This is an optimization exercise on Yosys and OpenROAD, whose aim is small area and a short achievable clock period, not a production implementation. At most, simulation tests tie the RTL to the original design; equivalence was not proved. Function not checked in run 2: the RTL went through the layout flow alone. Power figures rest on the tool's default switching activity, not on a simulated workload.

==> design.v <==
module PE (
    input  wire               clk,
    input  wire               rst,
    input  wire               en,
    input  wire               mode_residual,
    input  wire signed [15:0] input_data,
    input  wire signed [15:0] weight_data,
    input  wire signed [15:0] residual_data,
    output reg  signed [15:0] output_data,
    output wire               input_sparse,
    output wire               weight_sparse,
    output wire               computation_skipped,
    output reg         [15:0] sparse_count,
    output reg         [15:0] total_count
);
    assign input_sparse  = (input_data[15:4] == 12'h000) |
                           ((input_data[15:4] == 12'hfff) & (input_data[3:0] != 4'h0));
    assign weight_sparse = (weight_data[15:4] == 12'h000) |
                           ((weight_data[15:4] == 12'hfff) & (weight_data[3:0] != 4'h0));
    assign computation_skipped = input_sparse | weight_sparse;
    wire skip = computation_skipped;
    wire mac = en & ~skip;
    reg  [15:0] acc_s;
    reg  [15:0] acc_c;
    reg         acc_x;
    wire pp_0_0;    
    nd2 u_pp0_0 (.a(input_data[0]), .b(weight_data[0]), .y(pp_0_0));
    wire pp_0_1;    
    nd2 u_pp0_1 (.a(input_data[0]), .b(weight_data[1]), .y(pp_0_1));
    wire pp_0_2;    
    nd2 u_pp0_2 (.a(input_data[0]), .b(weight_data[2]), .y(pp_0_2));
    wire pp_0_3;    
    nd2 u_pp0_3 (.a(input_data[0]), .b(weight_data[3]), .y(pp_0_3));
    wire pp_0_4;    
    nd2 u_pp0_4 (.a(input_data[0]), .b(weight_data[4]), .y(pp_0_4));
    wire pp_0_5;    
    nd2 u_pp0_5 (.a(input_data[0]), .b(weight_data[5]), .y(pp_0_5));
    wire pp_0_6;    
    nd2 u_pp0_6 (.a(input_data[0]), .b(weight_data[6]), .y(pp_0_6));
    wire pp_0_7;    
    nd2 u_pp0_7 (.a(input_data[0]), .b(weight_data[7]), .y(pp_0_7));
    wire pp_0_8;    
    nd2 u_pp0_8 (.a(input_data[0]), .b(weight_data[8]), .y(pp_0_8));
    wire pp_0_9;    
    nd2 u_pp0_9 (.a(input_data[0]), .b(weight_data[9]), .y(pp_0_9));
    wire pp_0_10;    
    nd2 u_pp0_10 (.a(input_data[0]), .b(weight_data[10]), .y(pp_0_10));
    wire pp_0_11;    
    nd2 u_pp0_11 (.a(input_data[0]), .b(weight_data[11]), .y(pp_0_11));
    wire pp_0_12;    
    nd2 u_pp0_12 (.a(input_data[0]), .b(weight_data[12]), .y(pp_0_12));
    wire pp_0_13;    
    nd2 u_pp0_13 (.a(input_data[0]), .b(weight_data[13]), .y(pp_0_13));
    wire pp_0_14;    
    nd2 u_pp0_14 (.a(input_data[0]), .b(weight_data[14]), .y(pp_0_14));
    wire pp_0_15;    
    nd2 u_pp0_15 (.a(input_data[0]), .b(weight_data[15]), .y(pp_0_15));
    wire pp_1_0;    
    nd2 u_pp1_0 (.a(input_data[1]), .b(weight_data[0]), .y(pp_1_0));
    wire pp_1_1;    
    nd2 u_pp1_1 (.a(input_data[1]), .b(weight_data[1]), .y(pp_1_1));
    wire pp_1_2;    
    nd2 u_pp1_2 (.a(input_data[1]), .b(weight_data[2]), .y(pp_1_2));
    wire pp_1_3;    
    nd2 u_pp1_3 (.a(input_data[1]), .b(weight_data[3]), .y(pp_1_3));
    wire pp_1_4;    
    nd2 u_pp1_4 (.a(input_data[1]), .b(weight_data[4]), .y(pp_1_4));
    wire pp_1_5;    
    nd2 u_pp1_5 (.a(input_data[1]), .b(weight_data[5]), .y(pp_1_5));
    wire pp_1_6;    
    nd2 u_pp1_6 (.a(input_data[1]), .b(weight_data[6]), .y(pp_1_6));
    wire pp_1_7;    
    nd2 u_pp1_7 (.a(input_data[1]), .b(weight_data[7]), .y(pp_1_7));
    wire pp_1_8;    
    nd2 u_pp1_8 (.a(input_data[1]), .b(weight_data[8]), .y(pp_1_8));
    wire pp_1_9;    
    nd2 u_pp1_9 (.a(input_data[1]), .b(weight_data[9]), .y(pp_1_9));
    wire pp_1_10;    
    nd2 u_pp1_10 (.a(input_data[1]), .b(weight_data[10]), .y(pp_1_10));
    wire pp_1_11;    
    nd2 u_pp1_11 (.a(input_data[1]), .b(weight_data[11]), .y(pp_1_11));
    wire pp_1_12;    
    nd2 u_pp1_12 (.a(input_data[1]), .b(weight_data[12]), .y(pp_1_12));
    wire pp_1_13;    
    nd2 u_pp1_13 (.a(input_data[1]), .b(weight_data[13]), .y(pp_1_13));
    wire pp_1_14;    
    nd2 u_pp1_14 (.a(input_data[1]), .b(weight_data[14]), .y(pp_1_14));
    wire pp_2_0;    
    nd2 u_pp2_0 (.a(input_data[2]), .b(weight_data[0]), .y(pp_2_0));
    wire pp_2_1;    
    nd2 u_pp2_1 (.a(input_data[2]), .b(weight_data[1]), .y(pp_2_1));
    wire pp_2_2;    
    nd2 u_pp2_2 (.a(input_data[2]), .b(weight_data[2]), .y(pp_2_2));
    wire pp_2_3;    
    nd2 u_pp2_3 (.a(input_data[2]), .b(weight_data[3]), .y(pp_2_3));
    wire pp_2_4;    
    nd2 u_pp2_4 (.a(input_data[2]), .b(weight_data[4]), .y(pp_2_4));
    wire pp_2_5;    
    nd2 u_pp2_5 (.a(input_data[2]), .b(weight_data[5]), .y(pp_2_5));
    wire pp_2_6;    
    nd2 u_pp2_6 (.a(input_data[2]), .b(weight_data[6]), .y(pp_2_6));
    wire pp_2_7;    
    nd2 u_pp2_7 (.a(input_data[2]), .b(weight_data[7]), .y(pp_2_7));
    wire pp_2_8;    
    nd2 u_pp2_8 (.a(input_data[2]), .b(weight_data[8]), .y(pp_2_8));
    wire pp_2_9;    
    nd2 u_pp2_9 (.a(input_data[2]), .b(weight_data[9]), .y(pp_2_9));
    wire pp_2_10;    
    nd2 u_pp2_10 (.a(input_data[2]), .b(weight_data[10]), .y(pp_2_10));
    wire pp_2_11;    
    nd2 u_pp2_11 (.a(input_data[2]), .b(weight_data[11]), .y(pp_2_11));
    wire pp_2_12;    
    nd2 u_pp2_12 (.a(input_data[2]), .b(weight_data[12]), .y(pp_2_12));
    wire pp_2_13;    
    nd2 u_pp2_13 (.a(input_data[2]), .b(weight_data[13]), .y(pp_2_13));
    wire pp_3_0;    
    nd2 u_pp3_0 (.a(input_data[3]), .b(weight_data[0]), .y(pp_3_0));
    wire pp_3_1;    
    nd2 u_pp3_1 (.a(input_data[3]), .b(weight_data[1]), .y(pp_3_1));
    wire pp_3_2;    
    nd2 u_pp3_2 (.a(input_data[3]), .b(weight_data[2]), .y(pp_3_2));
    wire pp_3_3;    
    nd2 u_pp3_3 (.a(input_data[3]), .b(weight_data[3]), .y(pp_3_3));
    wire pp_3_4;    
    nd2 u_pp3_4 (.a(input_data[3]), .b(weight_data[4]), .y(pp_3_4));
    wire pp_3_5;    
    nd2 u_pp3_5 (.a(input_data[3]), .b(weight_data[5]), .y(pp_3_5));
    wire pp_3_6;    
    nd2 u_pp3_6 (.a(input_data[3]), .b(weight_data[6]), .y(pp_3_6));
    wire pp_3_7;    
    nd2 u_pp3_7 (.a(input_data[3]), .b(weight_data[7]), .y(pp_3_7));
    wire pp_3_8;    
    nd2 u_pp3_8 (.a(input_data[3]), .b(weight_data[8]), .y(pp_3_8));
    wire pp_3_9;    
    nd2 u_pp3_9 (.a(input_data[3]), .b(weight_data[9]), .y(pp_3_9));
    wire pp_3_10;    
    nd2 u_pp3_10 (.a(input_data[3]), .b(weight_data[10]), .y(pp_3_10));
    wire pp_3_11;    
    nd2 u_pp3_11 (.a(input_data[3]), .b(weight_data[11]), .y(pp_3_11));
    wire pp_3_12;    
    nd2 u_pp3_12 (.a(input_data[3]), .b(weight_data[12]), .y(pp_3_12));
    wire pp_4_0;    
    nd2 u_pp4_0 (.a(input_data[4]), .b(weight_data[0]), .y(pp_4_0));
    wire pp_4_1;    
    nd2 u_pp4_1 (.a(input_data[4]), .b(weight_data[1]), .y(pp_4_1));
    wire pp_4_2;    
    nd2 u_pp4_2 (.a(input_data[4]), .b(weight_data[2]), .y(pp_4_2));
    wire pp_4_3;    
    nd2 u_pp4_3 (.a(input_data[4]), .b(weight_data[3]), .y(pp_4_3));
    wire pp_4_4;    
    nd2 u_pp4_4 (.a(input_data[4]), .b(weight_data[4]), .y(pp_4_4));
    wire pp_4_5;    
    nd2 u_pp4_5 (.a(input_data[4]), .b(weight_data[5]), .y(pp_4_5));
    wire pp_4_6;    
    nd2 u_pp4_6 (.a(input_data[4]), .b(weight_data[6]), .y(pp_4_6));
    wire pp_4_7;    
    nd2 u_pp4_7 (.a(input_data[4]), .b(weight_data[7]), .y(pp_4_7));
    wire pp_4_8;    
    nd2 u_pp4_8 (.a(input_data[4]), .b(weight_data[8]), .y(pp_4_8));
    wire pp_4_9;    
    nd2 u_pp4_9 (.a(input_data[4]), .b(weight_data[9]), .y(pp_4_9));
    wire pp_4_10;    
    nd2 u_pp4_10 (.a(input_data[4]), .b(weight_data[10]), .y(pp_4_10));
    wire pp_4_11;    
    nd2 u_pp4_11 (.a(input_data[4]), .b(weight_data[11]), .y(pp_4_11));
    wire pp_5_0;    
    nd2 u_pp5_0 (.a(input_data[5]), .b(weight_data[0]), .y(pp_5_0));
    wire pp_5_1;    
    nd2 u_pp5_1 (.a(input_data[5]), .b(weight_data[1]), .y(pp_5_1));
    wire pp_5_2;    
    nd2 u_pp5_2 (.a(input_data[5]), .b(weight_data[2]), .y(pp_5_2));
    wire pp_5_3;    
    nd2 u_pp5_3 (.a(input_data[5]), .b(weight_data[3]), .y(pp_5_3));
    wire pp_5_4;    
    nd2 u_pp5_4 (.a(input_data[5]), .b(weight_data[4]), .y(pp_5_4));
    wire pp_5_5;    
    nd2 u_pp5_5 (.a(input_data[5]), .b(weight_data[5]), .y(pp_5_5));
    wire pp_5_6;    
    nd2 u_pp5_6 (.a(input_data[5]), .b(weight_data[6]), .y(pp_5_6));
    wire pp_5_7;    
    nd2 u_pp5_7 (.a(input_data[5]), .b(weight_data[7]), .y(pp_5_7));
    wire pp_5_8;    
    nd2 u_pp5_8 (.a(input_data[5]), .b(weight_data[8]), .y(pp_5_8));
    wire pp_5_9;    
    nd2 u_pp5_9 (.a(input_data[5]), .b(weight_data[9]), .y(pp_5_9));
    wire pp_5_10;    
    nd2 u_pp5_10 (.a(input_data[5]), .b(weight_data[10]), .y(pp_5_10));
    wire pp_6_0;    
    nd2 u_pp6_0 (.a(input_data[6]), .b(weight_data[0]), .y(pp_6_0));
    wire pp_6_1;    
    nd2 u_pp6_1 (.a(input_data[6]), .b(weight_data[1]), .y(pp_6_1));
    wire pp_6_2;    
    nd2 u_pp6_2 (.a(input_data[6]), .b(weight_data[2]), .y(pp_6_2));
    wire pp_6_3;    
    nd2 u_pp6_3 (.a(input_data[6]), .b(weight_data[3]), .y(pp_6_3));
    wire pp_6_4;    
    nd2 u_pp6_4 (.a(input_data[6]), .b(weight_data[4]), .y(pp_6_4));
    wire pp_6_5;    
    nd2 u_pp6_5 (.a(input_data[6]), .b(weight_data[5]), .y(pp_6_5));
    wire pp_6_6;    
    nd2 u_pp6_6 (.a(input_data[6]), .b(weight_data[6]), .y(pp_6_6));
    wire pp_6_7;    
    nd2 u_pp6_7 (.a(input_data[6]), .b(weight_data[7]), .y(pp_6_7));
    wire pp_6_8;    
    nd2 u_pp6_8 (.a(input_data[6]), .b(weight_data[8]), .y(pp_6_8));
    wire pp_6_9;    
    nd2 u_pp6_9 (.a(input_data[6]), .b(weight_data[9]), .y(pp_6_9));
    wire pp_7_0;    
    nd2 u_pp7_0 (.a(input_data[7]), .b(weight_data[0]), .y(pp_7_0));
    wire pp_7_1;    
    nd2 u_pp7_1 (.a(input_data[7]), .b(weight_data[1]), .y(pp_7_1));
    wire pp_7_2;    
    nd2 u_pp7_2 (.a(input_data[7]), .b(weight_data[2]), .y(pp_7_2));
    wire pp_7_3;    
    nd2 u_pp7_3 (.a(input_data[7]), .b(weight_data[3]), .y(pp_7_3));
    wire pp_7_4;    
    nd2 u_pp7_4 (.a(input_data[7]), .b(weight_data[4]), .y(pp_7_4));
    wire pp_7_5;    
    nd2 u_pp7_5 (.a(input_data[7]), .b(weight_data[5]), .y(pp_7_5));
    wire pp_7_6;    
    nd2 u_pp7_6 (.a(input_data[7]), .b(weight_data[6]), .y(pp_7_6));
    wire pp_7_7;    
    nd2 u_pp7_7 (.a(input_data[7]), .b(weight_data[7]), .y(pp_7_7));
    wire pp_7_8;    
    nd2 u_pp7_8 (.a(input_data[7]), .b(weight_data[8]), .y(pp_7_8));
    wire pp_8_0;    
    nd2 u_pp8_0 (.a(input_data[8]), .b(weight_data[0]), .y(pp_8_0));
    wire pp_8_1;    
    nd2 u_pp8_1 (.a(input_data[8]), .b(weight_data[1]), .y(pp_8_1));
    wire pp_8_2;    
    nd2 u_pp8_2 (.a(input_data[8]), .b(weight_data[2]), .y(pp_8_2));
    wire pp_8_3;    
    nd2 u_pp8_3 (.a(input_data[8]), .b(weight_data[3]), .y(pp_8_3));
    wire pp_8_4;    
    nd2 u_pp8_4 (.a(input_data[8]), .b(weight_data[4]), .y(pp_8_4));
    wire pp_8_5;    
    nd2 u_pp8_5 (.a(input_data[8]), .b(weight_data[5]), .y(pp_8_5));
    wire pp_8_6;    
    nd2 u_pp8_6 (.a(input_data[8]), .b(weight_data[6]), .y(pp_8_6));
    wire pp_8_7;    
    nd2 u_pp8_7 (.a(input_data[8]), .b(weight_data[7]), .y(pp_8_7));
    wire pp_9_0;    
    nd2 u_pp9_0 (.a(input_data[9]), .b(weight_data[0]), .y(pp_9_0));
    wire pp_9_1;    
    nd2 u_pp9_1 (.a(input_data[9]), .b(weight_data[1]), .y(pp_9_1));
    wire pp_9_2;    
    nd2 u_pp9_2 (.a(input_data[9]), .b(weight_data[2]), .y(pp_9_2));
    wire pp_9_3;    
    nd2 u_pp9_3 (.a(input_data[9]), .b(weight_data[3]), .y(pp_9_3));
    wire pp_9_4;    
    nd2 u_pp9_4 (.a(input_data[9]), .b(weight_data[4]), .y(pp_9_4));
    wire pp_9_5;    
    nd2 u_pp9_5 (.a(input_data[9]), .b(weight_data[5]), .y(pp_9_5));
    wire pp_9_6;    
    nd2 u_pp9_6 (.a(input_data[9]), .b(weight_data[6]), .y(pp_9_6));
    wire pp_10_0;    
    nd2 u_pp10_0 (.a(input_data[10]), .b(weight_data[0]), .y(pp_10_0));
    wire pp_10_1;    
    nd2 u_pp10_1 (.a(input_data[10]), .b(weight_data[1]), .y(pp_10_1));
    wire pp_10_2;    
    nd2 u_pp10_2 (.a(input_data[10]), .b(weight_data[2]), .y(pp_10_2));
    wire pp_10_3;    
    nd2 u_pp10_3 (.a(input_data[10]), .b(weight_data[3]), .y(pp_10_3));
    wire pp_10_4;    
    nd2 u_pp10_4 (.a(input_data[10]), .b(weight_data[4]), .y(pp_10_4));
    wire pp_10_5;    
    nd2 u_pp10_5 (.a(input_data[10]), .b(weight_data[5]), .y(pp_10_5));
    wire pp_11_0;    
    nd2 u_pp11_0 (.a(input_data[11]), .b(weight_data[0]), .y(pp_11_0));
    wire pp_11_1;    
    nd2 u_pp11_1 (.a(input_data[11]), .b(weight_data[1]), .y(pp_11_1));
    wire pp_11_2;    
    nd2 u_pp11_2 (.a(input_data[11]), .b(weight_data[2]), .y(pp_11_2));
    wire pp_11_3;    
    nd2 u_pp11_3 (.a(input_data[11]), .b(weight_data[3]), .y(pp_11_3));
    wire pp_11_4;    
    nd2 u_pp11_4 (.a(input_data[11]), .b(weight_data[4]), .y(pp_11_4));
    wire pp_12_0;    
    nd2 u_pp12_0 (.a(input_data[12]), .b(weight_data[0]), .y(pp_12_0));
    wire pp_12_1;    
    nd2 u_pp12_1 (.a(input_data[12]), .b(weight_data[1]), .y(pp_12_1));
    wire pp_12_2;    
    nd2 u_pp12_2 (.a(input_data[12]), .b(weight_data[2]), .y(pp_12_2));
    wire pp_12_3;    
    nd2 u_pp12_3 (.a(input_data[12]), .b(weight_data[3]), .y(pp_12_3));
    wire pp_13_0;    
    nd2 u_pp13_0 (.a(input_data[13]), .b(weight_data[0]), .y(pp_13_0));
    wire pp_13_1;    
    nd2 u_pp13_1 (.a(input_data[13]), .b(weight_data[1]), .y(pp_13_1));
    wire pp_13_2;    
    nd2 u_pp13_2 (.a(input_data[13]), .b(weight_data[2]), .y(pp_13_2));
    wire pp_14_0;    
    nd2 u_pp14_0 (.a(input_data[14]), .b(weight_data[0]), .y(pp_14_0));
    wire pp_14_1;    
    nd2 u_pp14_1 (.a(input_data[14]), .b(weight_data[1]), .y(pp_14_1));
    wire pp_15_0;    
    nd2 u_pp15_0 (.a(input_data[15]), .b(weight_data[0]), .y(pp_15_0));
    wire hs0, hc0;
    xn2 u_hs0 (.a(acc_cn[11]), .b(acc_sn[11]), .y(hs0));
    or2m u_hc0 (.a(acc_cn[11]), .b(acc_sn[11]), .y(hc0));
    wire fs0, fc0;
    fa u_fa0 (.a(acc_cn[12]), .b(acc_sn[12]), .c(pp_0_12), .s(fs0), .co(fc0));
    wire hs1, hc1;
    xn2 u_hs1 (.a(pp_10_2), .b(pp_11_1), .y(hs1));
    or2m u_hc1 (.a(pp_10_2), .b(pp_11_1), .y(hc1));
    wire fs1, fc1;
    fa u_fa1 (.a(acc_cn[13]), .b(acc_sn[13]), .c(pp_0_13), .s(fs1), .co(fc1));
    wire fs2, fc2;
    fa u_fa2 (.a(pp_10_3), .b(pp_11_2), .c(pp_12_1), .s(fs2), .co(fc2));
    wire hs2, hc2;
    xn2 u_hs2 (.a(pp_13_0), .b(pp_1_12), .y(hs2));
    or2m u_hc2 (.a(pp_13_0), .b(pp_1_12), .y(hc2));
    wire fs3, fc3;
    fa u_fa3 (.a(acc_cn[14]), .b(acc_sn[14]), .c(pp_0_14), .s(fs3), .co(fc3));
    wire fs4, fc4;
    fa u_fa4 (.a(pp_10_4), .b(pp_11_3), .c(pp_12_2), .s(fs4), .co(fc4));
    wire fs5, fc5;
    fa u_fa5 (.a(pp_13_1), .b(pp_14_0), .c(pp_1_13), .s(fs5), .co(fc5));
    wire hs3, hc3;
    xn2 u_hs3 (.a(pp_2_12), .b(pp_3_11), .y(hs3));
    or2m u_hc3 (.a(pp_2_12), .b(pp_3_11), .y(hc3));
    wire hs4, hc4;
    xn2 u_hs4 (.a(acc_cn[6]), .b(acc_sn[6]), .y(hs4));
    or2m u_hc4 (.a(acc_cn[6]), .b(acc_sn[6]), .y(hc4));
    wire fs6, fc6;
    fa u_fa6 (.a(acc_cn[7]), .b(acc_sn[7]), .c(pp_0_7), .s(fs6), .co(fc6));
    wire fs7, fc7;
    fa u_fa7 (.a(acc_cn[8]), .b(acc_sn[8]), .c(pp_0_8), .s(fs7), .co(fc7));
    wire hs5, hc5;
    xn2 u_hs5 (.a(pp_1_7), .b(pp_2_6), .y(hs5));
    or2m u_hc5 (.a(pp_1_7), .b(pp_2_6), .y(hc5));
    wire fs8, fc8;
    fa u_fa8 (.a(acc_cn[9]), .b(acc_sn[9]), .c(pp_0_9), .s(fs8), .co(fc8));
    wire fs9, fc9;
    fa u_fa9 (.a(pp_1_8), .b(pp_2_7), .c(pp_3_6), .s(fs9), .co(fc9));
    wire hs6, hc6;
    xn2 u_hs6 (.a(pp_4_5), .b(pp_5_4), .y(hs6));
    or2m u_hc6 (.a(pp_4_5), .b(pp_5_4), .y(hc6));
    wire fs10, fc10;
    fa u_fa10 (.a(acc_cn[10]), .b(acc_sn[10]), .c(pp_0_10), .s(fs10), .co(fc10));
    wire fs11, fc11;
    fa u_fa11 (.a(pp_10_0), .b(pp_1_9), .c(pp_2_8), .s(fs11), .co(fc11));
    wire fs12, fc12;
    fa u_fa12 (.a(pp_3_7), .b(pp_4_6), .c(pp_5_5), .s(fs12), .co(fc12));
    wire hs7, hc7;
    xn2 u_hs7 (.a(pp_6_4), .b(pp_7_3), .y(hs7));
    or2m u_hc7 (.a(pp_6_4), .b(pp_7_3), .y(hc7));
    wire fs13, fc13;
    fa u_fa13 (.a(hs0), .b(pp_0_11), .c(pp_10_1), .s(fs13), .co(fc13));
    wire fs14, fc14;
    fa u_fa14 (.a(pp_11_0), .b(pp_1_10), .c(pp_2_9), .s(fs14), .co(fc14));
    wire fs15, fc15;
    fa u_fa15 (.a(pp_3_8), .b(pp_4_7), .c(pp_5_6), .s(fs15), .co(fc15));
    wire fs16, fc16;
    fa u_fa16 (.a(pp_6_5), .b(pp_7_4), .c(pp_8_3), .s(fs16), .co(fc16));
    wire fs17, fc17;
    fa u_fa17 (.a(hc0), .b(pp_12_0), .c(pp_1_11), .s(fs17), .co(fc17));
    wire fs18, fc18;
    fa u_fa18 (.a(pp_2_10), .b(pp_3_9), .c(pp_4_8), .s(fs18), .co(fc18));
    wire fs19, fc19;
    fa u_fa19 (.a(pp_5_7), .b(pp_6_6), .c(pp_7_5), .s(fs19), .co(fc19));
    wire fs20, fc20;
    fa u_fa20 (.a(pp_8_4), .b(pp_9_3), .c(hs1), .s(fs20), .co(fc20));
    wire fs21, fc21;
    fa u_fa21 (.a(pp_2_11), .b(pp_3_10), .c(pp_4_9), .s(fs21), .co(fc21));
    wire fs22, fc22;
    fa u_fa22 (.a(pp_5_8), .b(pp_6_7), .c(pp_7_6), .s(fs22), .co(fc22));
    wire fs23, fc23;
    fa u_fa23 (.a(pp_8_5), .b(pp_9_4), .c(hc1), .s(fs23), .co(fc23));
    wire fs24, fc24;
    fa u_fa24 (.a(hs2), .b(fc0), .c(fs1), .s(fs24), .co(fc24));
    wire fs25, fc25;
    fa u_fa25 (.a(pp_4_10), .b(pp_5_9), .c(pp_6_8), .s(fs25), .co(fc25));
    wire fs26, fc26;
    fa u_fa26 (.a(pp_7_7), .b(pp_8_6), .c(pp_9_5), .s(fs26), .co(fc26));
    wire fs27, fc27;
    fa u_fa27 (.a(hc2), .b(hs3), .c(fc1), .s(fs27), .co(fc27));
    wire fs28, fc28;
    fa u_fa28 (.a(fc2), .b(fs3), .c(fs4), .s(fs28), .co(fc28));
    wire hs8, hc8;
    xn2 u_hs8 (.a(acc_sn[5]), .b(pp_0_5), .y(hs8));
    or2m u_hc8 (.a(acc_sn[5]), .b(pp_0_5), .y(hc8));
    wire fs29, fc29;
    fa u_fa29 (.a(acc_xn), .b(hs4), .c(pp_0_6), .s(fs29), .co(fc29));
    wire fs30, fc30;
    fa u_fa30 (.a(pp_1_5), .b(pp_2_4), .c(pp_3_3), .s(fs30), .co(fc30));
    wire fs31, fc31;
    fa u_fa31 (.a(hc4), .b(pp_1_6), .c(pp_2_5), .s(fs31), .co(fc31));
    wire fs32, fc32;
    fa u_fa32 (.a(pp_3_4), .b(pp_4_3), .c(pp_5_2), .s(fs32), .co(fc32));
    wire hs9, hc9;
    xn2 u_hs9 (.a(pp_6_1), .b(pp_7_0), .y(hs9));
    or2m u_hc9 (.a(pp_6_1), .b(pp_7_0), .y(hc9));
    wire fs33, fc33;
    fa u_fa33 (.a(pp_3_5), .b(pp_4_4), .c(pp_5_3), .s(fs33), .co(fc33));
    wire fs34, fc34;
    fa u_fa34 (.a(pp_6_2), .b(pp_7_1), .c(pp_8_0), .s(fs34), .co(fc34));
    wire fs35, fc35;
    fa u_fa35 (.a(hs5), .b(fc6), .c(fs7), .s(fs35), .co(fc35));
    wire fs36, fc36;
    fa u_fa36 (.a(pp_6_3), .b(pp_7_2), .c(pp_8_1), .s(fs36), .co(fc36));
    wire fs37, fc37;
    fa u_fa37 (.a(pp_9_0), .b(hc5), .c(hs6), .s(fs37), .co(fc37));
    wire fs38, fc38;
    fa u_fa38 (.a(fc7), .b(fs8), .c(fs9), .s(fs38), .co(fc38));
    wire fs39, fc39;
    fa u_fa39 (.a(pp_8_2), .b(pp_9_1), .c(hc6), .s(fs39), .co(fc39));
    wire fs40, fc40;
    fa u_fa40 (.a(hs7), .b(fc8), .c(fc9), .s(fs40), .co(fc40));
    wire fs41, fc41;
    fa u_fa41 (.a(fs10), .b(fs11), .c(fs12), .s(fs41), .co(fc41));
    wire fs42, fc42;
    fa u_fa42 (.a(pp_9_2), .b(hc7), .c(fc10), .s(fs42), .co(fc42));
    wire fs43, fc43;
    fa u_fa43 (.a(fc11), .b(fc12), .c(fs13), .s(fs43), .co(fc43));
    wire fs44, fc44;
    fa u_fa44 (.a(fs14), .b(fs15), .c(fs16), .s(fs44), .co(fc44));
    wire fs45, fc45;
    fa u_fa45 (.a(fc13), .b(fc14), .c(fc15), .s(fs45), .co(fc45));
    wire fs46, fc46;
    fa u_fa46 (.a(fc16), .b(fs0), .c(fs17), .s(fs46), .co(fc46));
    wire fs47, fc47;
    fa u_fa47 (.a(fs18), .b(fs19), .c(fs20), .s(fs47), .co(fc47));
    wire fs48, fc48;
    fa u_fa48 (.a(fc17), .b(fc18), .c(fc19), .s(fs48), .co(fc48));
    wire fs49, fc49;
    fa u_fa49 (.a(fs2), .b(fs21), .c(fs22), .s(fs49), .co(fc49));
    wire fs50, fc50;
    fa u_fa50 (.a(fc20), .b(fs23), .c(fs24), .s(fs50), .co(fc50));
    wire fs51, fc51;
    fa u_fa51 (.a(fc21), .b(fc22), .c(fs25), .s(fs51), .co(fc51));
    wire fs52, fc52;
    fa u_fa52 (.a(fs26), .b(fs5), .c(fc23), .s(fs52), .co(fc52));
    wire fs53, fc53;
    fa u_fa53 (.a(fc24), .b(fs27), .c(fs28), .s(fs53), .co(fc53));
    wire hs10, hc10;
    xn2 u_hs10 (.a(acc_sn[3]), .b(pp_0_3), .y(hs10));
    or2m u_hc10 (.a(acc_sn[3]), .b(pp_0_3), .y(hc10));
    wire fs54, fc54;
    fa u_fa54 (.a(acc_sn[4]), .b(pp_0_4), .c(pp_1_3), .s(fs54), .co(fc54));
    wire hs11, hc11;
    xn2 u_hs11 (.a(pp_2_2), .b(pp_3_1), .y(hs11));
    or2m u_hc11 (.a(pp_2_2), .b(pp_3_1), .y(hc11));
    wire fs55, fc55;
    fa u_fa55 (.a(pp_1_4), .b(pp_2_3), .c(pp_3_2), .s(fs55), .co(fc55));
    wire fs56, fc56;
    fa u_fa56 (.a(pp_4_1), .b(pp_5_0), .c(hs8), .s(fs56), .co(fc56));
    wire fs57, fc57;
    fa u_fa57 (.a(pp_4_2), .b(pp_5_1), .c(pp_6_0), .s(fs57), .co(fc57));
    wire fs58, fc58;
    fa u_fa58 (.a(hc8), .b(fs29), .c(fs30), .s(fs58), .co(fc58));
    wire fs59, fc59;
    fa u_fa59 (.a(hs9), .b(fc29), .c(fc30), .s(fs59), .co(fc59));
    wire fs60, fc60;
    fa u_fa60 (.a(fs31), .b(fs32), .c(fs6), .s(fs60), .co(fc60));
    wire fs61, fc61;
    fa u_fa61 (.a(hc9), .b(fc31), .c(fc32), .s(fs61), .co(fc61));
    wire fs62, fc62;
    fa u_fa62 (.a(fs33), .b(fs34), .c(fs35), .s(fs62), .co(fc62));
    wire fs63, fc63;
    fa u_fa63 (.a(fc33), .b(fc34), .c(fs36), .s(fs63), .co(fc63));
    wire fs64, fc64;
    fa u_fa64 (.a(fs37), .b(fc35), .c(fs38), .s(fs64), .co(fc64));
    wire fs65, fc65;
    fa u_fa65 (.a(fc36), .b(fc37), .c(fs39), .s(fs65), .co(fc65));
    wire fs66, fc66;
    fa u_fa66 (.a(fc38), .b(fs40), .c(fs41), .s(fs66), .co(fc66));
    wire fs67, fc67;
    fa u_fa67 (.a(fc39), .b(fc40), .c(fc41), .s(fs67), .co(fc67));
    wire fs68, fc68;
    fa u_fa68 (.a(fs42), .b(fs43), .c(fs44), .s(fs68), .co(fc68));
    wire fs69, fc69;
    fa u_fa69 (.a(fc42), .b(fc43), .c(fc44), .s(fs69), .co(fc69));
    wire fs70, fc70;
    fa u_fa70 (.a(fs45), .b(fs46), .c(fs47), .s(fs70), .co(fc70));
    wire fs71, fc71;
    fa u_fa71 (.a(fc45), .b(fc46), .c(fs48), .s(fs71), .co(fc71));
    wire fs72, fc72;
    fa u_fa72 (.a(fs49), .b(fc47), .c(fs50), .s(fs72), .co(fc72));
    wire fs73, fc73;
    fa u_fa73 (.a(fc48), .b(fc49), .c(fs51), .s(fs73), .co(fc73));
    wire fs74, fc74;
    fa u_fa74 (.a(fs52), .b(fc50), .c(fs53), .s(fs74), .co(fc74));
    wire hs12, hc12;
    xn2 u_hs12 (.a(acc_sn[2]), .b(pp_0_2), .y(hs12));
    or2m u_hc12 (.a(acc_sn[2]), .b(pp_0_2), .y(hc12));
    wire fs75, fc75;
    fa u_fa75 (.a(pp_1_2), .b(pp_2_1), .c(pp_3_0), .s(fs75), .co(fc75));
    wire fs76, fc76;
    fa u_fa76 (.a(pp_4_0), .b(hc10), .c(hs11), .s(fs76), .co(fc76));
    wire fs77, fc77;
    fa u_fa77 (.a(hc11), .b(fc54), .c(fs55), .s(fs77), .co(fc77));
    wire fs78, fc78;
    fa u_fa78 (.a(fc55), .b(fs57), .c(fc56), .s(fs78), .co(fc78));
    wire fs79, fc79;
    fa u_fa79 (.a(fc57), .b(fc58), .c(fs59), .s(fs79), .co(fc79));
    wire fs80, fc80;
    fa u_fa80 (.a(fc59), .b(fc60), .c(fs61), .s(fs80), .co(fc80));
    wire fs81, fc81;
    fa u_fa81 (.a(fc61), .b(fs63), .c(fc62), .s(fs81), .co(fc81));
    wire fs82, fc82;
    fa u_fa82 (.a(fc63), .b(fs65), .c(fc64), .s(fs82), .co(fc82));
    wire fs83, fc83;
    fa u_fa83 (.a(fc65), .b(fc66), .c(fs67), .s(fs83), .co(fc83));
    wire fs84, fc84;
    fa u_fa84 (.a(fc67), .b(fc68), .c(fs69), .s(fs84), .co(fc84));
    wire fs85, fc85;
    fa u_fa85 (.a(fc69), .b(fs71), .c(fc70), .s(fs85), .co(fc85));
    wire fs86, fc86;
    fa u_fa86 (.a(fc71), .b(fs73), .c(fc72), .s(fs86), .co(fc86));
    wire hs13, hc13;
    xn2 u_hs13 (.a(acc_sn[1]), .b(pp_0_1), .y(hs13));
    or2m u_hc13 (.a(acc_sn[1]), .b(pp_0_1), .y(hc13));
    wire fs87, fc87;
    fa u_fa87 (.a(pp_1_1), .b(pp_2_0), .c(hs12), .s(fs87), .co(fc87));
    wire fs88, fc88;
    fa u_fa88 (.a(hc12), .b(hs10), .c(fs75), .s(fs88), .co(fc88));
    wire fs89, fc89;
    fa u_fa89 (.a(fc75), .b(fs54), .c(fs76), .s(fs89), .co(fc89));
    wire fs90, fc90;
    fa u_fa90 (.a(fc76), .b(fs56), .c(fs77), .s(fs90), .co(fc90));
    wire fs91, fc91;
    fa u_fa91 (.a(fc77), .b(fs58), .c(fs78), .s(fs91), .co(fc91));
    wire fs92, fc92;
    fa u_fa92 (.a(fs60), .b(fc78), .c(fs79), .s(fs92), .co(fc92));
    wire fs93, fc93;
    fa u_fa93 (.a(fc79), .b(fs80), .c(fs62), .s(fs93), .co(fc93));
    wire fs94, fc94;
    fa u_fa94 (.a(fc80), .b(fs64), .c(fs81), .s(fs94), .co(fc94));
    wire fs95, fc95;
    fa u_fa95 (.a(fs66), .b(fc81), .c(fs82), .s(fs95), .co(fc95));
    wire fs96, fc96;
    fa u_fa96 (.a(fs68), .b(fc82), .c(fs83), .s(fs96), .co(fc96));
    wire fs97, fc97;
    fa u_fa97 (.a(fs70), .b(fc83), .c(fs84), .s(fs97), .co(fc97));
    wire fs98, fc98;
    fa u_fa98 (.a(fc84), .b(fs72), .c(fs85), .s(fs98), .co(fc98));
    wire fs99, fc99;
    fa u_fa99 (.a(fs74), .b(fc85), .c(fs86), .s(fs99), .co(fc99));
    wire xs0;
    xo2 u_xo0 (.a(acc_cn[15]), .b(acc_sn[15]), .y(xs0));
    wire xs1;
    xo2 u_xo1 (.a(xs0), .b(pp_0_15), .y(xs1));
    wire xs2;
    xo2 u_xo2 (.a(pp_10_5), .b(pp_11_4), .y(xs2));
    wire xs3;
    xo2 u_xo3 (.a(pp_12_3), .b(pp_13_2), .y(xs3));
    wire xs4;
    xo2 u_xo4 (.a(pp_14_1), .b(pp_15_0), .y(xs4));
    wire xs5;
    xo2 u_xo5 (.a(pp_1_14), .b(pp_2_13), .y(xs5));
    wire xs6;
    xo2 u_xo6 (.a(pp_3_12), .b(pp_4_11), .y(xs6));
    wire xs7;
    xo2 u_xo7 (.a(pp_5_10), .b(pp_6_9), .y(xs7));
    wire xs8;
    xo2 u_xo8 (.a(pp_7_8), .b(pp_8_7), .y(xs8));
    wire xs9;
    xo2 u_xo9 (.a(pp_9_6), .b(xs1), .y(xs9));
    wire xs10;
    xo2 u_xo10 (.a(xs2), .b(xs3), .y(xs10));
    wire xs11;
    xo2 u_xo11 (.a(xs4), .b(xs5), .y(xs11));
    wire xs12;
    xo2 u_xo12 (.a(xs6), .b(xs7), .y(xs12));
    wire xs13;
    xo2 u_xo13 (.a(xs8), .b(hc3), .y(xs13));
    wire xs14;
    xo2 u_xo14 (.a(fc25), .b(fc26), .y(xs14));
    wire xs15;
    xo2 u_xo15 (.a(fc3), .b(fc4), .y(xs15));
    wire xs16;
    xo2 u_xo16 (.a(fc5), .b(xs10), .y(xs16));
    wire xs17;
    xo2 u_xo17 (.a(xs11), .b(xs12), .y(xs17));
    wire xs18;
    xo2 u_xo18 (.a(xs9), .b(xs13), .y(xs18));
    wire xs19;
    xo2 u_xo19 (.a(xs14), .b(xs15), .y(xs19));
    wire xs20;
    xo2 u_xo20 (.a(xs16), .b(xs17), .y(xs20));
    wire xs21;
    xo2 u_xo21 (.a(xs18), .b(fc27), .y(xs21));
    wire xs22;
    xo2 u_xo22 (.a(xs19), .b(xs20), .y(xs22));
    wire xs23;
    xo2 u_xo23 (.a(fc28), .b(fc51), .y(xs23));
    wire xs24;
    xo2 u_xo24 (.a(xs21), .b(xs22), .y(xs24));
    wire xs25;
    xo2 u_xo25 (.a(fc52), .b(xs23), .y(xs25));
    wire xs26;
    xo2 u_xo26 (.a(xs24), .b(xs25), .y(xs26));
    wire xs27;
    xo2 u_xo27 (.a(fc53), .b(fc73), .y(xs27));
    wire xs28;
    xo2 u_xo28 (.a(xs26), .b(xs27), .y(xs28));
    wire xs29;
    xo2 u_xo29 (.a(xs28), .b(fc74), .y(xs29));
    wire xs30;
    xn2 u_xo30 (.a(xs29), .b(fc86), .y(xs30));
    wire hs14, hc14;
    xn2 u_hs14 (.a(acc_sn[0]), .b(pp_0_0), .y(hs14));
    or2m u_hc14 (.a(acc_sn[0]), .b(pp_0_0), .y(hc14));
    wire fs100, fc100;
    fa u_fa100 (.a(pp_1_0), .b(hc14), .c(hs13), .s(fs100), .co(fc100));
    wire fs101, fc101;
    fa u_fa101 (.a(hc13), .b(fc100), .c(fs87), .s(fs101), .co(fc101));
    wire fs102, fc102;
    fa u_fa102 (.a(fc87), .b(fs88), .c(fc101), .s(fs102), .co(fc102));
    wire fs103, fc103;
    fa u_fa103 (.a(fc88), .b(fs89), .c(fc102), .s(fs103), .co(fc103));
    wire fs104, fc104;
    fa u_fa104 (.a(fc89), .b(fs90), .c(fc103), .s(fs104), .co(fc104));
    wire [15:0] row0 = {xs30, fc98, fc97, fc96, fc95, fc94, fc93, fc92, fc91, fc90, fs104, fs103, fs102, fs101, fs100, hs14};
    wire [15:0] row1 = {fc99, fs99, fs98, fs97, fs96, fs95, fs94, fs93, fs92, fs91, 1'b0, 1'b0, 1'b0, 1'b0, 1'b0, 1'b0};
    wire        rowx = fc104;    
    wire [15:0] res_g = residual_data & {16{mode_residual}};
    wire hs15, hc15;
    ha u_ha15 (.a(acc_c[6]), .b(acc_s[6]), .s(hs15), .co(hc15));
    wire hs16, hc16;
    ha u_ha16 (.a(acc_c[7]), .b(acc_s[7]), .s(hs16), .co(hc16));
    wire hs17, hc17;
    ha u_ha17 (.a(acc_c[8]), .b(acc_s[8]), .s(hs17), .co(hc17));
    wire hs18, hc18;
    ha u_ha18 (.a(acc_c[9]), .b(acc_s[9]), .s(hs18), .co(hc18));
    wire hs19, hc19;
    ha u_ha19 (.a(acc_c[10]), .b(acc_s[10]), .s(hs19), .co(hc19));
    wire hs20, hc20;
    ha u_ha20 (.a(acc_c[11]), .b(acc_s[11]), .s(hs20), .co(hc20));
    wire hs21, hc21;
    ha u_ha21 (.a(acc_c[12]), .b(acc_s[12]), .s(hs21), .co(hc21));
    wire hs22, hc22;
    ha u_ha22 (.a(acc_c[13]), .b(acc_s[13]), .s(hs22), .co(hc22));
    wire hs23, hc23;
    ha u_ha23 (.a(acc_c[14]), .b(acc_s[14]), .s(hs23), .co(hc23));
    wire hs24, hc24;
    ha u_ha24 (.a(acc_x), .b(hs15), .s(hs24), .co(hc24));
    wire fs105, fc105;
    fa u_fa105 (.a(hc15), .b(hs16), .c(res_g[7]), .s(fs105), .co(fc105));
    wire fs106, fc106;
    fa u_fa106 (.a(hc16), .b(hs17), .c(res_g[8]), .s(fs106), .co(fc106));
    wire fs107, fc107;
    fa u_fa107 (.a(hc17), .b(hs18), .c(res_g[9]), .s(fs107), .co(fc107));
    wire fs108, fc108;
    fa u_fa108 (.a(hc18), .b(hs19), .c(res_g[10]), .s(fs108), .co(fc108));
    wire fs109, fc109;
    fa u_fa109 (.a(hc19), .b(hs20), .c(res_g[11]), .s(fs109), .co(fc109));
    wire fs110, fc110;
    fa u_fa110 (.a(hc20), .b(hs21), .c(res_g[12]), .s(fs110), .co(fc110));
    wire fs111, fc111;
    fa u_fa111 (.a(hc21), .b(hs22), .c(res_g[13]), .s(fs111), .co(fc111));
    wire fs112, fc112;
    fa u_fa112 (.a(hc22), .b(hs23), .c(res_g[14]), .s(fs112), .co(fc112));
    wire xs31;
    xo2 u_xo31 (.a(acc_c[15]), .b(acc_s[15]), .y(xs31));
    wire xs32;
    xo2 u_xo32 (.a(xs31), .b(hc23), .y(xs32));
    wire xs33;
    xo2 u_xo33 (.a(res_g[15]), .b(xs32), .y(xs33));
    wire xs34;
    xo2 u_xo34 (.a(xs33), .b(fc112), .y(xs34));
    wire [15:0] out0 = {xs34, fc111, fc110, fc109, fc108, fc107, fc106, fc105, hc24, res_g[6], acc_s[5], acc_s[4], acc_s[3], acc_s[2], acc_s[1], acc_s[0]};
    wire [15:0] out1 = {1'b0, fs112, fs111, fs110, fs109, fs108, fs107, fs106, fs105, hs24, res_g[5], res_g[4], res_g[3], res_g[2], res_g[1], res_g[0]};
    wire [15:0] out_nx = out0 + out1;
    wire [15:0] acc_s_d, acc_c_d, out_d;
    wire [15:0] acc_sn = ~acc_s;
    wire [15:0] acc_cn = ~acc_c;
    wire acc_xn = ~acc_x;
    mx2i u_ms0 (.s(mac), .a1(row0[0]), .a0(acc_sn[0]), .y(acc_s_d[0]));
    mx2i u_ms1 (.s(mac), .a1(row0[1]), .a0(acc_sn[1]), .y(acc_s_d[1]));
    mx2i u_ms2 (.s(mac), .a1(row0[2]), .a0(acc_sn[2]), .y(acc_s_d[2]));
    mx2i u_ms3 (.s(mac), .a1(row0[3]), .a0(acc_sn[3]), .y(acc_s_d[3]));
    mx2i u_ms4 (.s(mac), .a1(row0[4]), .a0(acc_sn[4]), .y(acc_s_d[4]));
    mx2i u_ms5 (.s(mac), .a1(row0[5]), .a0(acc_sn[5]), .y(acc_s_d[5]));
    mx2i u_ms6 (.s(mac), .a1(row0[6]), .a0(acc_sn[6]), .y(acc_s_d[6]));
    mx2i u_ms7 (.s(mac), .a1(row0[7]), .a0(acc_sn[7]), .y(acc_s_d[7]));
    mx2i u_ms8 (.s(mac), .a1(row0[8]), .a0(acc_sn[8]), .y(acc_s_d[8]));
    mx2i u_ms9 (.s(mac), .a1(row0[9]), .a0(acc_sn[9]), .y(acc_s_d[9]));
    mx2i u_ms10 (.s(mac), .a1(row0[10]), .a0(acc_sn[10]), .y(acc_s_d[10]));
    mx2i u_ms11 (.s(mac), .a1(row0[11]), .a0(acc_sn[11]), .y(acc_s_d[11]));
    mx2i u_ms12 (.s(mac), .a1(row0[12]), .a0(acc_sn[12]), .y(acc_s_d[12]));
    mx2i u_ms13 (.s(mac), .a1(row0[13]), .a0(acc_sn[13]), .y(acc_s_d[13]));
    mx2i u_ms14 (.s(mac), .a1(row0[14]), .a0(acc_sn[14]), .y(acc_s_d[14]));
    mx2i u_ms15 (.s(mac), .a1(row0[15]), .a0(acc_sn[15]), .y(acc_s_d[15]));
    mx2i u_mc6 (.s(mac), .a1(row1[6]), .a0(acc_cn[6]), .y(acc_c_d[6]));
    mx2i u_mc7 (.s(mac), .a1(row1[7]), .a0(acc_cn[7]), .y(acc_c_d[7]));
    mx2i u_mc8 (.s(mac), .a1(row1[8]), .a0(acc_cn[8]), .y(acc_c_d[8]));
    mx2i u_mc9 (.s(mac), .a1(row1[9]), .a0(acc_cn[9]), .y(acc_c_d[9]));
    mx2i u_mc10 (.s(mac), .a1(row1[10]), .a0(acc_cn[10]), .y(acc_c_d[10]));
    mx2i u_mc11 (.s(mac), .a1(row1[11]), .a0(acc_cn[11]), .y(acc_c_d[11]));
    mx2i u_mc12 (.s(mac), .a1(row1[12]), .a0(acc_cn[12]), .y(acc_c_d[12]));
    mx2i u_mc13 (.s(mac), .a1(row1[13]), .a0(acc_cn[13]), .y(acc_c_d[13]));
    mx2i u_mc14 (.s(mac), .a1(row1[14]), .a0(acc_cn[14]), .y(acc_c_d[14]));
    mx2i u_mc15 (.s(mac), .a1(row1[15]), .a0(acc_cn[15]), .y(acc_c_d[15]));
    wire acc_x_d;
    mx2i u_mx (.s(mac), .a1(rowx), .a0(acc_xn), .y(acc_x_d));
    mx2 u_mo0 (.s(en), .a1(out_nx[0]), .a0(output_data[0]), .y(out_d[0]));
    mx2 u_mo1 (.s(en), .a1(out_nx[1]), .a0(output_data[1]), .y(out_d[1]));
    mx2 u_mo2 (.s(en), .a1(out_nx[2]), .a0(output_data[2]), .y(out_d[2]));
    mx2 u_mo3 (.s(en), .a1(out_nx[3]), .a0(output_data[3]), .y(out_d[3]));
    mx2 u_mo4 (.s(en), .a1(out_nx[4]), .a0(output_data[4]), .y(out_d[4]));
    mx2 u_mo5 (.s(en), .a1(out_nx[5]), .a0(output_data[5]), .y(out_d[5]));
    mx2 u_mo6 (.s(en), .a1(out_nx[6]), .a0(output_data[6]), .y(out_d[6]));
    mx2 u_mo7 (.s(en), .a1(out_nx[7]), .a0(output_data[7]), .y(out_d[7]));
    mx2 u_mo8 (.s(en), .a1(out_nx[8]), .a0(output_data[8]), .y(out_d[8]));
    mx2 u_mo9 (.s(en), .a1(out_nx[9]), .a0(output_data[9]), .y(out_d[9]));
    mx2 u_mo10 (.s(en), .a1(out_nx[10]), .a0(output_data[10]), .y(out_d[10]));
    mx2 u_mo11 (.s(en), .a1(out_nx[11]), .a0(output_data[11]), .y(out_d[11]));
    mx2 u_mo12 (.s(en), .a1(out_nx[12]), .a0(output_data[12]), .y(out_d[12]));
    mx2 u_mo13 (.s(en), .a1(out_nx[13]), .a0(output_data[13]), .y(out_d[13]));
    mx2 u_mo14 (.s(en), .a1(out_nx[14]), .a0(output_data[14]), .y(out_d[14]));
    mx2 u_mo15 (.s(en), .a1(out_nx[15]), .a0(output_data[15]), .y(out_d[15]));
    always @(posedge clk or posedge rst) begin
        if (rst) begin
            acc_s <= 16'd0;
            acc_c <= 16'd0;
            acc_x <= 1'b0;
            output_data <= 16'd0;
            sparse_count <= 16'd0;
            total_count <= 16'd0;
        end else begin
            total_count  <= total_count + {15'd0, en};
            sparse_count <= sparse_count + {15'd0, en & skip};
            acc_s <= acc_s_d;
            acc_c[6] <= acc_c_d[6];
            acc_c[7] <= acc_c_d[7];
            acc_c[8] <= acc_c_d[8];
            acc_c[9] <= acc_c_d[9];
            acc_c[10] <= acc_c_d[10];
            acc_c[11] <= acc_c_d[11];
            acc_c[12] <= acc_c_d[12];
            acc_c[13] <= acc_c_d[13];
            acc_c[14] <= acc_c_d[14];
            acc_c[15] <= acc_c_d[15];
            acc_x <= acc_x_d;
            output_data <= out_d;
        end
    end
endmodule
module fa (input wire a, input wire b, input wire c, output wire s, output wire co);
    assign s = a ^ b ^ c;
    assign co = (a & b) | (a & c) | (b & c);
endmodule
module ha (input wire a, input wire b, output wire s, output wire co);
    assign s = a ^ b;
    assign co = a & b;
endmodule
module xo2 (input wire a, input wire b, output wire y);
    assign y = a ^ b;
endmodule
module xn2 (input wire a, input wire b, output wire y);
    assign y = ~(a ^ b);
endmodule
module or2m (input wire a, input wire b, output wire y);
    assign y = a | b;
endmodule
module nd2 (input wire a, input wire b, output wire y);
    assign y = ~(a & b);
endmodule
module mx2 (input wire s, input wire a1, input wire a0, output wire y);
    assign y = s ? a1 : a0;
endmodule
module mx2i (input wire s, input wire a1, input wire a0, output wire y);
    assign y = ~(s ? a1 : a0);
endmodule
==> flow/run.sh <==
#!/bin/bash
# Standard ORFS layout with two changes:
#  - port buffers use the smallest buffer cell (buffer_ports' default pick is clkdlybuf4s50_1);
#  - after synthesis every combinational cell starts at drive strength 1 (flow/downsize.tcl),
#    and timing repair sizes up only what the timing needs.
set -euo pipefail
export BUFFER_PORTS_ARGS="-buffer_cell sky130_fd_sc_hd__buf_1"
export POST_SYNTH_TCL="$(pwd)/flow/downsize.tcl"
bash standard.sh finish > standard_flow.log 2>&1
==> flow/downsize.tcl <==
# Sourced after the synthesized netlist is loaded (POST_SYNTH_TCL): set every
# combinational cell to its smallest (_1) drive strength; the later timing repair
# sizes up the cells that need it. Flip-flops are left as synthesis made them.
set db [ord::get_db]
set n 0
foreach inst [[ord::get_db_block] getInsts] {
  set m [[$inst getMaster] getName]
  if {[regexp {^(sky130_fd_sc_hd__[a-z0-9]+)_([0-9]+)$} $m -> base d]} {
    if {[string match "*__df*" $base] || [string match "*__dl*" $base] || [string match "*__sdf*" $base]} { continue }
    if {$d > 1} {
      set nm [$db findMaster ${base}_1]
      if {$nm ne "NULL" && $nm ne ""} { $inst swapMaster $nm; incr n }
    }
  }
}
puts "downsize.tcl: set $n cells to drive strength 1"
==> standard.sh <==
#!/bin/bash
# synth_recipe.tcl (not shown) runs the flow's synth.tcl, then flattens the netlist and writes it again
# the make line also repeats each setting of config.mk as NAME=value (left out here)
make -C /OpenROAD-flow-scripts/flow DESIGN_CONFIG=/design/flow/config.mk WORK_HOME=/design/flow/orfs CLKGATE_MAP_FILE= SYNTH_SCRIPT=/design/flow/synth_recipe.tcl "${@:-finish}"
==> config.mk <==
export PLATFORM = sky130hd
export DESIGN_NAME = PE
export DESIGN_NICKNAME = PE
export VERILOG_FILES = /design/flow/design.v
export SDC_FILE = /design/flow/constraint.sdc
export NUM_CORES = 4
export LEC_CHECK = 0
export CAP_MARGIN = 20
export CORE_MARGIN = 2
export CORE_UTILIZATION = 40
export CTS_BUF_LIST = sky130_fd_sc_hd__clkbuf_4 sky130_fd_sc_hd__clkbuf_8
export PLACE_DENSITY = 0.6
export SETUP_SLACK_MARGIN = 3.5
export SLEW_MARGIN = 20
export SYNTH_HIERARCHICAL = 1
export SYNTH_MINIMUM_KEEP_SIZE = 0
==> constraint.sdc <==
create_clock -name core_clock -period 8.0 [get_ports {clk}]
set_input_delay 1.6000 -clock core_clock [delete_from_list [all_inputs] [get_ports {clk}]]
set_output_delay 1.6000 -clock core_clock [all_outputs]
set_load 0.01 [all_outputs]
==> summary.md, run 1 <==
| Metric | Value |
|---|---|
| Timing-limited maximum frequency | `225 MHz` |
| Setup clock skew after layout | `roughly 0.013 ns` |
| Reg clk slew, reported paths | `0.08 ns` |
| Cts bufs inserted | `9` |
| Unrepaired setup endpoints after global routing | `yes` |
| Post-route clock period utilization | `about 56%` |
| Number of DRC markers in iteration 0 | `267` |
| Mapped cell area | `0.00730 sq mm` |
| Number of top-level pins | `a little over 100` |
| Number of warnings issued by yosys | `7` |
| CP Data Arrival Time | `roughly 2.8 ns` |
| All-layer global routing usage | `approximately 18%` |
| Origin of the critical flop-to-flop path | `acc_c[13]` |
| Crit end category | `output port` |
| Clock root buffer | `sky130_fd_sc_hd__clkbuf_8` |
| Residual DRC | `0` |
| Total number of vias | `5,225` |
| Cell type group with the largest total delay on the critical path | `simple AND/OR/NAND/NOR gates` |
| Setup slack at placement | `2.66 ns` |
| Hold crit path type | `reg2reg` |
| Number of global-route vias before repair | `about 5,500` |
| Maximum fanout along the worst path | `16` |
| X dimension of the die | `139 um` |
| Non-filler instance count after layout | `1,024` |
| Critical-path cell list | `buf_2 > nor4_1 > nor4_1 > a31oi_2 > nand2_2 > buf_1` |
| Instance count after placement with tap cells included | `1,007` |
| Height of the chip | `139 um` |
| Floorplan Core Area | `approximately 0.018 sq mm` |
| DRT Wirelength | `around 17,000 um` |
| Full die area | `0.0193 sq mm` |
| Most used cells in the layout excluding fill and tap cells | `155 x sky130_fd_sc_hd__nand2_1, 113 x sky130_fd_sc_hd__fa_1, 75 x sky130_fd_sc_hd__dfrtp_1, 75 x sky130_fd_sc_hd__buf_1, 46 x sky130_fd_sc_hd__xor2_1` |
| CP dominant cell by count | `sky130_fd_sc_hd__nor4_1` |
| Source of the worst hold timing path | `sparse_count[15]` |
| Worst slew margin relative to its limit | `37.9%` |
| Clock Sink Count | `75` |
| Final HPWL from detailed placement | `roughly 13,000 um` |
| Total negative setup slack | `0 ns` |
| First-pass GRT wire length | `27,800 um` |
| Number of buffer and inverter instances along the worst setup path | `2` |
| Layout overhead on the synthesized area | `13.0%` |
| IO buf count | `102` |
| Number of antenna violations at the first check in global routing | `0` |
| Total of max-cap violations | `0` |
| Worst stage delay on the critical path | `0.34 ns` |
| Number of rows created at floorplan | `49` |
| Pin count of the biggest net entering global routing | `76` |
| Hold Vio Cnt, Final | `0` |
| Clock tree from TritonCTS | `built` |
| Number of max-slew violations in the final report | `0` |
| Via count normalized by instance count | `approximately 5` |
| Count of antenna-violating nets left after detailed routing | `0` |
| Routed wire per std cell | `16.2 um` |
| Leakage power summed over all cells | `about 3.5 nW` |
| Cell with the largest stage delay on the worst path | `sky130_fd_sc_hd__a31oi_2` |
| Peak ir drop on the vdd network | `0.229 mV` |
| N_diodes | `0` |
| Launching element type of the critical path | `input port` |
| Cell count after synthesis | `676` |
| Commonest non-fill, non-tap cell in the layout | `sky130_fd_sc_hd__nand2_1` |
| Post-synthesis area per instance | `10.8 sq um` |
| Type of the worst setup path | `in2out` |
| Number of nets in the final layout | `between 900 and 1,000` |
| Least-Margin Pin Slew | `0.932 ns` |
| TritonRoute pass-1 iters | `4` |
| Congestion Overflow GR | `0` |
| Number of failing setup endpoints in the final timing report | `0` |
| Final estimated routing congestion in global placement | `0.863` |
| Run status | `complete, no violations` |
| Required time at the endpoint of the critical path | `6.40 ns` |
| H-tree levels | `3` |
| Clk Latency, worst-skew pair | `between 0.3 and 0.4 ns` |
| Hold-fix buffer count after cts | `0` |
| Total design power | `3.42 mW` |
| Largest buffer count on any clock path | `2` |
| Mapped Nets | `slightly below 900` |
| Fin worst setup slack | `~3.6 ns` |
| Clock period minus final worst setup slack | `4.44 ns` |
| CP Launch Point | `weight_data[1]` |
| Starting Density | `around two fifths` |
| Pwr dens | `415 mW/mm^2` |
| Share of final-layout standard cells stronger than drive strength 1 | `6.79%` |
## routing by layer
layer	vias to the layer above	share of wire, %	track usage [%]
met1	2580	46	25.3
met3	14	6.8	4.01
met4	0	1.3	4.57
met2	192	46	28.1
met5	-	0	0
li1	2439	-	-
## metrics by stage
stage               area [sq um]  hold slack [ns]  util (%)
floorplan                   7300            0.504         -
global placement            7980            0.458      44.4
detailed placement          7980            0.470      44.4
CTS                         8220            0.483      45.7
global route                8250            0.501      45.9
finish                      8250            0.470      45.9
## power breakdown
group          total, mW  switching, mW  internal, mW
logic               2.51           1.33          1.18
clock network      0.297          0.145         0.152
registers          0.618         0.0824         0.536
total               3.42           1.56          1.87
## worst register-to-register path, stage by stage, from the launching register on
cell and delay, ns:
sky130_fd_sc_hd__dfrtp_1 0.38, sky130_fd_sc_hd__inv_1 0.10, sky130_fd_sc_hd__fa_1 0.56, sky130_fd_sc_hd__fa_1 0.42, sky130_fd_sc_hd__fa_1 0.46, sky130_fd_sc_hd__fa_2 0.35, sky130_fd_sc_hd__fa_1 0.45, sky130_fd_sc_hd__fa_1 0.49
sky130_fd_sc_hd__mux2i_1 0.07
## registers in the layout, indices dropped and copies added (netlist names)
| register | count |
|---|---|
| acc_c | 10 |
| output_data | 16 |
| acc_x | 1 |
| sparse_count | 16 |
| acc_s | 16 |
| total_count | 16 |
## final cells by class
cell class                 instances  area [sq um]
multi-input combinational        564          5300
clock inverter                     6          65.1
tap                              229           287
fill                            1717          9710
inverter                          32           120
clock buffer                      10           138
sequential                        75          1880
timing repair buffer             108           470
## worst paths after layout
kind                                       end  slack, ns  depth (start not counted)
setup / recovery           computation_skipped       3.56                          6
hold / removal                sparse_count[15]       0.47                          1
setup reg to reg                     acc_c[14]       4.60                          8
hold reg to reg               sparse_count[15]       0.47                          1
max in group asynchronous            acc_c[11]       5.89                          3
min in group asynchronous      total_count[15]       1.51                          3
## timing repair
| action | CTS | global route |
|---|---|---|
| hold endpoints to repair | 0 | 0 |
| setup buffers | 0 | 1 |
| resized for setup | 22 | 18 |
| setup endpoints to repair | 18 | 5 |
==> inputs of run 2 (changes only) <==
--- a/design.v
+++ b/design.v
@@ -15,8 +15,9 @@
 );
-    assign input_sparse  = (input_data[15:4] == 12'h000) |
-                           ((input_data[15:4] == 12'hfff) & (input_data[3:0] != 4'h0));
-    assign weight_sparse = (weight_data[15:4] == 12'h000) |
-                           ((weight_data[15:4] == 12'hfff) & (weight_data[3:0] != 4'h0));
+    spdet u_isp (.x(input_data), .s(input_sparse));
+    spdet u_wsp (.x(weight_data), .s(weight_sparse));
     assign computation_skipped = input_sparse | weight_sparse;
-    wire skip = computation_skipped;
+    wire isp_c, wsp_c;
+    spdet u_isp_c (.x(input_data), .s(isp_c));
+    spdet u_wsp_c (.x(weight_data), .s(wsp_c));
+    wire skip = isp_c | wsp_c;
     wire mac = en & ~skip;
@@ -760,2 +761,5 @@
 endmodule
+module spdet (input wire [15:0] x, output wire s);
+    assign s = (x[15:4] == 12'h000) | ((x[15:4] == 12'hfff) & (x[3:0] != 4'h0));
+endmodule
 module mx2 (input wire s, input wire a1, input wire a0, output wire y);
--- a/config.mk
+++ b/config.mk
@@ -10,3 +10,2 @@
 export CORE_UTILIZATION = 40
-export CTS_BUF_LIST = sky130_fd_sc_hd__clkbuf_4 sky130_fd_sc_hd__clkbuf_8
 export PLACE_DENSITY = 0.6
==> summary.md, run 2 <==
| Metric | Value |
|---|---|
| Number of DRC markers in iteration 0 | `about 300` |
| Maximum fanout along the worst path | `5` |
| Number of failing setup endpoints in the final timing report | `0` |
| Crit end category | `register` |
| Most used cells in the layout excluding fill and tap cells | `158 x sky130_fd_sc_hd__nand2_1, 113 x sky130_fd_sc_hd__fa_1, 79 x sky130_fd_sc_hd__buf_1` |
| Number of global-route vias before repair | `5,603` |
| X dimension of the die | `140 um` |
| Placement Cell Area | `just over 0.008 sq mm` |
| Required time at the endpoint of the critical path | `8.20 ns` |
| Critical-path cell list | `buf_1 > buf_6 > nand2_1 > fa_1 > fa_1 > fa_1 > fa_2 > fa_1 > fa_1 > mux2i_1` |
| Full die area | `0.0195 sq mm` |
| Hold crit path type | `reg2reg` |
| Height of the chip | `140 um` |
| Net switching component of the power | `1.54 mW` |
| Total number of vias | `5,445` |
| Timing-limited maximum frequency | `224 MHz` |
| Number of antenna violations at the first check in global routing | `0` |
| Worst slew margin relative to its limit | `a little over a third` |
| Post-route cell area | `roughly 0.0085 sq mm` |
| Post-route clock period utilization | `approximately 56%` |
| Sequential share of power | `18.0%` |
| Setup clock skew after layout | `0.00898 ns` |
| Routed wire per std cell | `16.6 um` |
| Commonest non-fill, non-tap cell in the layout | `sky130_fd_sc_hd__nand2_1` |
| H-tree levels | `3` |
| Final estimated routing congestion in global placement | `around 0.84` |
| Cell type group with the largest total delay on the critical path | `adder cells` |
| Total of max-cap violations | `0` |
| Clock root buffer | `sky130_fd_sc_hd__clkbuf_16` |
| Largest buffer count on any clock path | `2` |
| Pwr dens | `407 mW/mm^2` |
| Peak ir drop on the vdd network | `0.201 mV` |
| CP dominant cell by count | `sky130_fd_sc_hd__fa_1` |
| P_int | `1.91 mW` |
| Layout overhead on the synthesized area | `15.0%` |
| First-pass GRT wire length | `28,900 um` |
| Residual DRC | `0` |
| All-layer global routing usage | `18.5%` |
| Via count normalized by instance count | `5.22` |
| Worst stage delay on the critical path | `0.51 ns` |
| Launching element type of the critical path | `input port` |
| Post-synthesis area per instance | `between 10 and 15 sq um` |
| Floorplan Core Area | `roughly 0.018 sq mm` |
| Run status | `complete, no violations` |
| Leakage power summed over all cells | `3.54 nW` |
| Total negative setup slack | `0 ns` |
| Combinational Power Share | `70.1%` |
| Clk Latency, worst-skew pair | `0.33 ns` |
| Number of buffer and inverter instances along the worst setup path | `2` |
| Clock tree from TritonCTS | `built` |
| Number of top-level pins | `between 100 and 150` |
| Clock period minus final worst setup slack | `4.46 ns` |
| CP Data Arrival Time | `between 4 and 5 ns` |
| Portion of total power attributed to the clock network | `around an eighth` |
| Unrepaired setup endpoints after global routing | `yes` |
| Number of warnings issued by yosys | `7` |
| Number of nets in the final layout | `roughly 1,000` |
| Count of antenna-violating nets left after detailed routing | `0` |
| Number of rows created at floorplan | `49` |
| DRT Wirelength | `roughly 17,000 um` |
| Final HPWL from detailed placement | `13,100 um` |
| Share of final-layout standard cells stronger than drive strength 1 | `6.39%` |
| Cell with the largest stage delay on the worst path | `sky130_fd_sc_hd__fa_1` |
| Cts bufs inserted | `9` |
| N_diodes | `0` |
| Reg clk slew, reported paths | `0.06 ns` |
| TritonRoute pass-1 iters | `5` |
| Pin count of the biggest net entering global routing | `76` |
| Mapped cell area | `~0.0074 sq mm` |
| Hold Vio Cnt, Final | `0` |
| Least-Margin Pin Slew | `slightly below 1 ns` |
| Switching part of the total power | `44.7%` |
| Cell count after synthesis | `688` |
| Number of max-slew violations in the final report | `0` |
| Clock Sink Count | `75` |
| Type of the worst setup path | `in2reg` |
| Congestion Overflow GR | `0` |
| Starting Density | `approximately 40%` |
| Mapped Nets | `883` |
| IO buf count | `102` |
-- run 2: cell types whose count changed in the layout (fill, tap and decap cells not counted), sizes merged, moves of 3 or more --
cell / change
nand3: +3
a31o: +4
xor2: +4
nand4: +4
clkbuf: -5
nor4: +10
a31oi: -4
buf: +9
-- run 2: power by group through the flow --
stage,logic (mW),registers (mW),clock network [mW]
detailed placement,2.45,0.628,0
floorplan,1.90,0.637,0
finish,2.42,0.620,0.412
global placement,2.39,0.625,0
CTS,2.46,0.623,0.428
global route,2.85,0.642,0.444
-- run 2: final timing paths --
path                                   endpoint  depth (start not counted)  slack [ns]            start
worst min-delay path            total_count[15]                          1        0.47  total_count[15]
max in group asynchronous              acc_c[6]                          3        5.82              rst
worst max-delay path                  acc_c[14]                         10        3.54    input_data[0]
min in group asynchronous       sparse_count[8]                          3        1.52              rst
worst max register to register        acc_c[14]                          8        4.57        acc_c[13]
worst min register to register  total_count[15]                          1        0.47  total_count[15]
-- run 2: layer usage --
| metal | vias up | part of all wire [%] | GRT usage (%) |
|---|---|---|---|
| met3 | 22 | 5.2 | 3.41 |
| met5 | - | 0 | 0 |
| met1 | 2724 | 48 | 27.6 |
| met4 | 0 | 1.6 | 4.58 |
| met2 | 163 | 45 | 27.9 |
| li1 | 2536 | - | - |
-- run 2: layout make-up --
type / instances / area [sq um]
repair buffers: 112 / 495
fillers: 1720 / 9540
multi-input cells: 581 / 5410
clock inverters: 6 / 72.6
clock buffers: 10 / 229
well taps: 229 / 287
inverters: 30 / 114
flip-flops and latches: 75 / 1880
-- run 2: timing repair --
| action | in CTS | in global routing |
|---|---|---|
| resized for setup | 20 | 11 |
| hold buffers | 0 | 0 |
| pin swaps | 0 | 0 |
| buffers inserted | 3 | 0 |
| endpoints found under the setup margin | 15 | 9 |
-- run 2: per-stage QoR --
step                power [mW]  cells  util [%]  setup WS [ns]  hold slack, ns
CTS                       3.51   1043      46.9           3.48           0.474
global route              3.93   1043      47.0           3.41           0.494
floorplan                 2.53    688         -           3.46           0.507
detailed placement        3.08   1024      45.0           2.85           0.465
finish                    3.45   1043      47.0           3.54           0.472
global placement          3.02   1024      45.0           2.88           0.460

-- port drivers added, routing unchanged --
The results above use ideal ports. As a check the final layouts listed here were re-extracted and re-timed, cells and wires unchanged. Step 1 sets driving cells, clkbuf_16 on the clock port and buf_2 on the other inputs (assumed; they add their load-dependent delay and slew). Step 2 moves the port delays by t, midway between the first and last clock arrival at a register: inputs arrive t later, outputs are due t later. That takes back most of the time a late clock gives input paths. a / b / c = ideal / step 1 / step 2; a / b = the first two.
run | shift t [ns] | setup WS [ns] | hold slack, ns | worst setup path after step 2 | latest minus earliest clock arrival (ns)
run 1 | 0.388 | 3.559 / 3.538 / 3.200 | 0.470 / 0.470 / 0.470 | input to register | 0.012 / 0.013
run 2 | 0.367 | 3.536 / 3.544 / 3.182 | 0.472 / 0.472 / 0.472 | input to register | 0.011 / 0.010
After both steps every run listed still meets setup and hold. For run 1, which loses most, drivers alone change the setup slack by -0.021 ns; drivers and shift together by -0.359 ns.
